Source: an optimization exercise on an open RTL-to-GDS flow (aim: small area, a short achievable clock period and few clock cycles). Production flows keep margins and buffers that such runs may drop. No functional check of the RTL was part of this run.

### flow/config.mk
export PLATFORM = sky130hd
export DESIGN_NAME = rsa_encrypt
export DESIGN_NICKNAME = rsa_encrypt
export VERILOG_FILES = /design/flow/design.v
export SDC_FILE = /design/flow/constraint.sdc
export NUM_CORES = 4
export LEC_CHECK = 0
export CAP_MARGIN = 20
export CORE_MARGIN = 2
export CORE_UTILIZATION = 40
export PLACE_DENSITY = 0.6
export SETUP_SLACK_MARGIN = 2.5
export SLEW_MARGIN = 20
### flow/constraint.sdc
create_clock -name core_clock -period 5.0 [get_ports {clk}]
set_input_delay 1.0000 -clock core_clock [delete_from_list [all_inputs] [get_ports {clk}]]
set_output_delay 1.0000 -clock core_clock [all_outputs]
set_load 0.01 [all_outputs]
### flow/design.v
module rsa_encrypt(input clk, reset_n, compute,
                   input [31:0] M, e, n,
                   output logic [31:0] C,
                   output logic encrypt_done);
  logic        busy, first, keep, trv, mul, yb, ec;
  logic [4:0]  i;             
  logic [3:0]  j;             
  logic [15:0] A, B, X, nr;
  function automatic [4:0] msb32(input [31:0] v);
    msb32 = 5'd0;
    for (int k = 1; k < 32; k++) if (v[k]) msb32 = k[4:0];
  endfunction
  function automatic [3:0] msb16(input [15:0] v);
    msb16 = 4'd0;
    for (int k = 1; k < 16; k++) if (v[k]) msb16 = k[3:0];
  endfunction
  function automatic below16(input [15:0] v);
    below16 = 1'b0;
    for (int k = 0; k < 15; k++) if (v[k+1]) below16 = v[k];
  endfunction
  function automatic [18:0] add19(input [18:0] a, input [18:0] b);
    logic [18:0] g, p, gg, pp, g2, p2;
    g = a & b;
    p = a ^ b;
    gg = g; pp = p;
    for (int d = 1; d < 19; d = d * 2) begin
      g2 = gg; p2 = pp;
      for (int k = d; k < 19; k++) begin
        g2[k] = gg[k] | (pp[k] & gg[k-d]);
        p2[k] = pp[k] & pp[k-d];
      end
      gg = g2; pp = p2;
    end
    add19 = p ^ {gg[17:0], 1'b0};
  endfunction
  wire idle = !busy && !encrypt_done;
  always_ff @(posedge clk) if (idle) nr <= n[15:0];
  wire [18:0] xa = {2'b0, A, 1'b0};
  wire [18:0] xb = {3'b0, B};
  wire [18:0] z1 = ~{3'b0, nr};
  wire [18:0] z2 = ~{2'b0, nr, 1'b0};
  wire [18:0] s1 = xa ^ xb ^ z1;
  wire [18:0] c1 = {(xa[17:0] & xb[17:0]) | (xa[17:0] & z1[17:0]) | (xb[17:0] & z1[17:0]), 1'b1};
  wire [18:0] s2 = xa ^ xb ^ z2;
  wire [18:0] c2 = {(xa[17:0] & xb[17:0]) | (xa[17:0] & z2[17:0]) | (xb[17:0] & z2[17:0]), 1'b1};
  wire [18:0] t0 = add19(xa, xb);
  wire [18:0] t1 = add19(s1, c1);    
  wire [18:0] t2 = add19(s2, c2);    
  wire [15:0] acc_n = !t2[18] ? t2[15:0] : (!t1[18] ? t1[15:0] : t0[15:0]);
  wire [15:0] Yf  = mul ? M[15:0] : B;       
  wire [15:0] Y   = mul ? M[15:0] : X;       
  wire y01  = Yf[15:1] == 15'd0;          
  wire fin  = !first && j == 4'd0;
  wire more = !mul && ec;                 
  wire adv  = fin && !more;               
  wire triv = (e[31:1] == 31'd0) || (M[15:1] == 15'd0);    
  logic busy_n, done_n, first_n, keep_n, mul_n, yb_n;
  logic [3:0] j_n;
  logic [4:0] i_n;
  logic [15:0] X_n;
  always_comb begin
    busy_n = busy; done_n = encrypt_done;
    first_n = first; keep_n = keep; mul_n = mul;
    yb_n = yb; j_n = j; i_n = i; X_n = X;
    if (busy) begin
      if ((first && trv) || (adv && i == 5'd0)) begin
        busy_n = 1'b0;
        done_n = 1'b1;
      end
      if (first) begin
        X_n = B;
        first_n = 1'b0;
        keep_n = y01;
        j_n = y01 ? 4'd0 : msb16({1'b0, Yf[15:1]});
        yb_n = below16(Yf) && !y01;
      end else begin
        j_n = j - 4'd1;
        yb_n = Y[j - 4'd1];
        keep_n = 1'b0;
      end
      if (fin) begin
        first_n = 1'b1;
        mul_n = more;
        if (adv) i_n = i - 5'd1;
      end
    end else begin
      if (encrypt_done) begin
        if (!compute) done_n = 1'b0;
      end else if (compute) busy_n = 1'b1;
      X_n = M[15:0];
      first_n = 1'b1;
      keep_n = 1'b0;
      mul_n = 1'b0;
      i_n = msb32({1'b0, e[31:1]});
    end
  end
  wire a_acc = busy_n && !first_n && !keep_n;           
  wire b_acc = (busy_n && first_n && busy) || keep_n || !busy_n;
  wire b_X   = (busy_n && !busy) || (a_acc && yb_n);    
  always_ff @(posedge clk, negedge reset_n) begin
    if (!reset_n) begin
      busy <= 1'b0;
      encrypt_done <= 1'b0;
    end else begin
      busy <= busy_n;
      encrypt_done <= done_n;
    end
  end
  always_ff @(posedge clk) begin
    ec <= e[i];
    first <= first_n; keep <= keep_n; mul <= mul_n;
    yb <= yb_n; j <= j_n; i <= i_n;
    X <= X_n;
    A <= a_acc ? acc_n : 16'd0;
    B <= ({16{b_acc}} & acc_n) | ({16{b_X}} & X_n);
    if (!busy) trv <= triv;
  end
  assign C = {16'd0, B};
endmodule
### flow/run.sh
#!/bin/bash
# synth_recipe.tcl (not shown) runs the flow's synth.tcl, then flattens the netlist and writes it again
# the make line also repeats each setting of config.mk as NAME=value (left out here)
make -C /OpenROAD-flow-scripts/flow DESIGN_CONFIG=/design/flow/config.mk WORK_HOME=/design/flow/orfs CLKGATE_MAP_FILE= SYNTH_SCRIPT=/design/flow/synth_recipe.tcl finish
==> run notes <==
status no timing/DRC/antenna violations; drt initial violations approximately 380; final net count 1166; commonest cells in the synthesized netlist 114 x inv_1, 75 x nor2_1, 70 x a21oi_1, 52 x ha_1, 51 x dfxtp_1; share of the synthesized area in the top cell type 13.18%; height of the die 143.1 µm; Slew HR between 50% and 60%; cells after synthesis about 870; Final Max Tran Viols 0; antenna violations before repair 0; Worst Max-Slew Pin Slew 0.6147 ns; vias in the first global route 6459; most frequent CP cell buf_4; critical path class reg -> reg; fin cells 1247; Final Core Density 53.91%; # DRC 0; cell taking the most area after synthesis dfxtp_1; Inserted Diodes 0; Routed WL 21780 µm; Inserted Clock Buffers 9; design area 10150 µm²; first-pass GRT wire length 34030 µm; gr usage total 21.52%; final hold violations 0; GP Congestion approximately 0.83; worst-path maximum fanout 6; IO Count 132; latest clock arrival within the worst-skew pair 0.35 ns; total grt overflow 0; setup violators final 0; Site Rows 50; RSZ-0062 raised after global routing yes; H-Tree Depth 3; Post-synth ARST share 2.532%; core area 18830 µm²; DP Wirelength between 15000 and 20000 µm; Max stage delay on crit path 0.49 ns; Setup Skew 0.01272 ns; area delta synth->final 31.10%; die area approximately 20000 µm²; Synth area leaders dfxtp_1 13%, edfxtp_1 10%, fa_1 8.5%; crit end category flop; DIE WIDTH approximately 140 µm; number of vias per cell 5.384; clock tree buffer depth 2; largest net degree at the start of global routing 49; HP Class reg -> reg; share of cells above drive strength 1 roughly 24%; CP delay by family, top compound AO/OA/AOI/OAI gates; worst path required time 5.24 ns; CTS Root Cell clkbuf_16; Synth Flop Type dfxtp_1; post-detailed-route wirelength per cell 17.47 µm; fmax 0.3185 GHz; most frequent cell after synthesis inv_1; Seq/Total Area, Yosys 23.91%; period utilization 62.79%; drt pass-1 iters 6; CP startpoint kind flop; setup_tns 0 ns; CP max stage cell fa_1; EDFF count, synth 26; CP Buf/Inv Count 4; Num Clock Sinks between 70 and 80; Inst Count DP 1194; max-cap violation count 0; count of cell types in the netlist 83; via count 6714; Routed Antenna Nets 0; CTS tree done; Synthesis Warnings 1; critical-path cell list buf_4 > fa_1 > inv_2 > ha_4 > o211ai_1 > buf_4 > a21oi_4 > o31ai_4 > a2bb2oi_4 > a221oi_4 > buf_6 > o31a_1 > nor3_2 > a211o_1; Synth Cell Area 7744 µm²; Yosys reg bits 79; CP arrival 3.38 ns; clk slew on worst S/H paths 0.07 ns; Starting Density about two fifths; PortBufs 83; Synth Area per Inst 8.891 µm²; placed inst area 9006 µm²; min Tclk post-route 3.139 ns
[per-layer routing]
layer | track usage [%] | share of wire [%] | up-vias
met5 | 0 | 0 | -
met4 | 4.794 | 0.98 | 0
met3 | 2.716 | 4.1 | 20
met2 | 37.47 | 50 | 149
met1 | 28.50 | 45 | 3239
li1 | - | - | 3306
[final timing paths]
check | depth (start not counted) | slack, ns | endpoint | start
worst max-delay path | 14 | 1.86 | B[15] | nr[1]
worst min-delay path | 2 | 0.57 | X[8] | X[8]
worst max register to register | 14 | 1.86 | B[15] | nr[1]
worst min register to register | 2 | 0.57 | X[8] | X[8]
max in group asynchronous | 1 | 4.08 | busy | reset_n
min in group asynchronous | 1 | 0.80 | encrypt_done | reset_n
[layout by cell type, fill, tap and decap left out, types with 6 or more instances in the layout]
cell type        count
buf_4               32
clkbuf_16           11
nand3b_1             6
dlygate4sd2_1       19
o2bb2ai_1           12
nor3b_2              6
conb_1              16
ha_1                38
mux2i_4              7
nor3_2               8
dfxtp_1             27
clkdlybuf4s50_1     52
nor2_1              68
mux4_2              15
a21o_1              11
dfxtp_4             11
ha_4                12
mux2i_1             29
buf_6                9
nand2_1             34
a21oi_2              8
xnor2_1             23
inv_1               97
inv_2               14
nor2b_1             12
dlymetal6s2s_1       8
a31oi_1              8
nand3_1             13
fa_1                32
edfxtp_1            26
o21ai_0             25
nor3_1              20
a21oi_1             62
o211ai_1             9
o21bai_1             8
dfxtp_2             13
o22ai_1              6
xor2_1              21
[sequential cells by signal, indices dropped and copies added, names as in the netlist]
register      count
A                16
mul               1
X                16
encrypt_done      1
trv               1
first             1
busy              1
i                 5
ec                1
B                16
nr               16
j                 4
[tightest hold or removal path, cell delays in order, from the launching register on]
cell	delay, ns
dfxtp_1	0.31
mux2i_1	0.11
a21oi_1	0.09
[logic make-up after synthesis]
family,count (synthesis),synth area share [%]
DFF,79,23.91
buffers and inverters,158,9.791
adders and majority gates,85,16.93
xor gates and xnor gates,44,4.977
AOI/OAI and AO/OA,220,18.68
and+or+nand+nor,223,14.66
muxes,61,11.00
other,1,0.04843
[area by class of cell]
cell class | instances | area (µm²)
clock buffers | 11 | 254.0
clock inverters | 5 | 61.31
fillers | 1738 | 8678
inverters | 115 | 439.2
multi-input cells | 650 | 5949
flip-flops and latches | 79 | 1909
well taps | 260 | 325.3
repair buffers | 127 | 1214
[timing repair]
item | CTS | global route
buffers inserted | 18 | 15
hold buffers | 0 | 0
pin swaps | 35 | 23
endpoints found under the setup margin | 43 | 39
cloned | 3 | 1
gates resized for setup | 118 | 47
[through the flow]
step	hold WS (ns)	worst slack (ns)
2_1_floorplan	0.5288	2.163
3_3_place_gp	0.5549	0.9741
3_5_place_dp	0.5618	0.9286
4_1_cts	0.5721	1.834
5_1_grt	0.5934	1.743
6_report	0.5664	1.861

[static timing again, ports no longer ideal]
The flow's constraints put no driver on any port. The routed layout listed below was extracted and timed again, unchanged, in two steps.
Step 1 sets driving cells, clkbuf_16 on the clock port and buf_2 on the other inputs (assumed; they add their load-dependent delay and slew).
Step 2 also shifts input and output timing later by t, the mid clock arrival at the registers, as if the neighbouring blocks saw the same clock.
Three values: ideal, step 1, step 2; two values: the first two.
t, ns: 0.389
slack for setup (ns): 1.861 / 1.861 / 1.581
clock arrival spread, ns: 0.013 / 0.012
worst register clock-pin slew, ns: 0.07 / 0.07
After both steps setup and hold are still met in this run. The setup slack of this run moves by 0.000 ns with the drivers and by -0.280 ns with both steps.
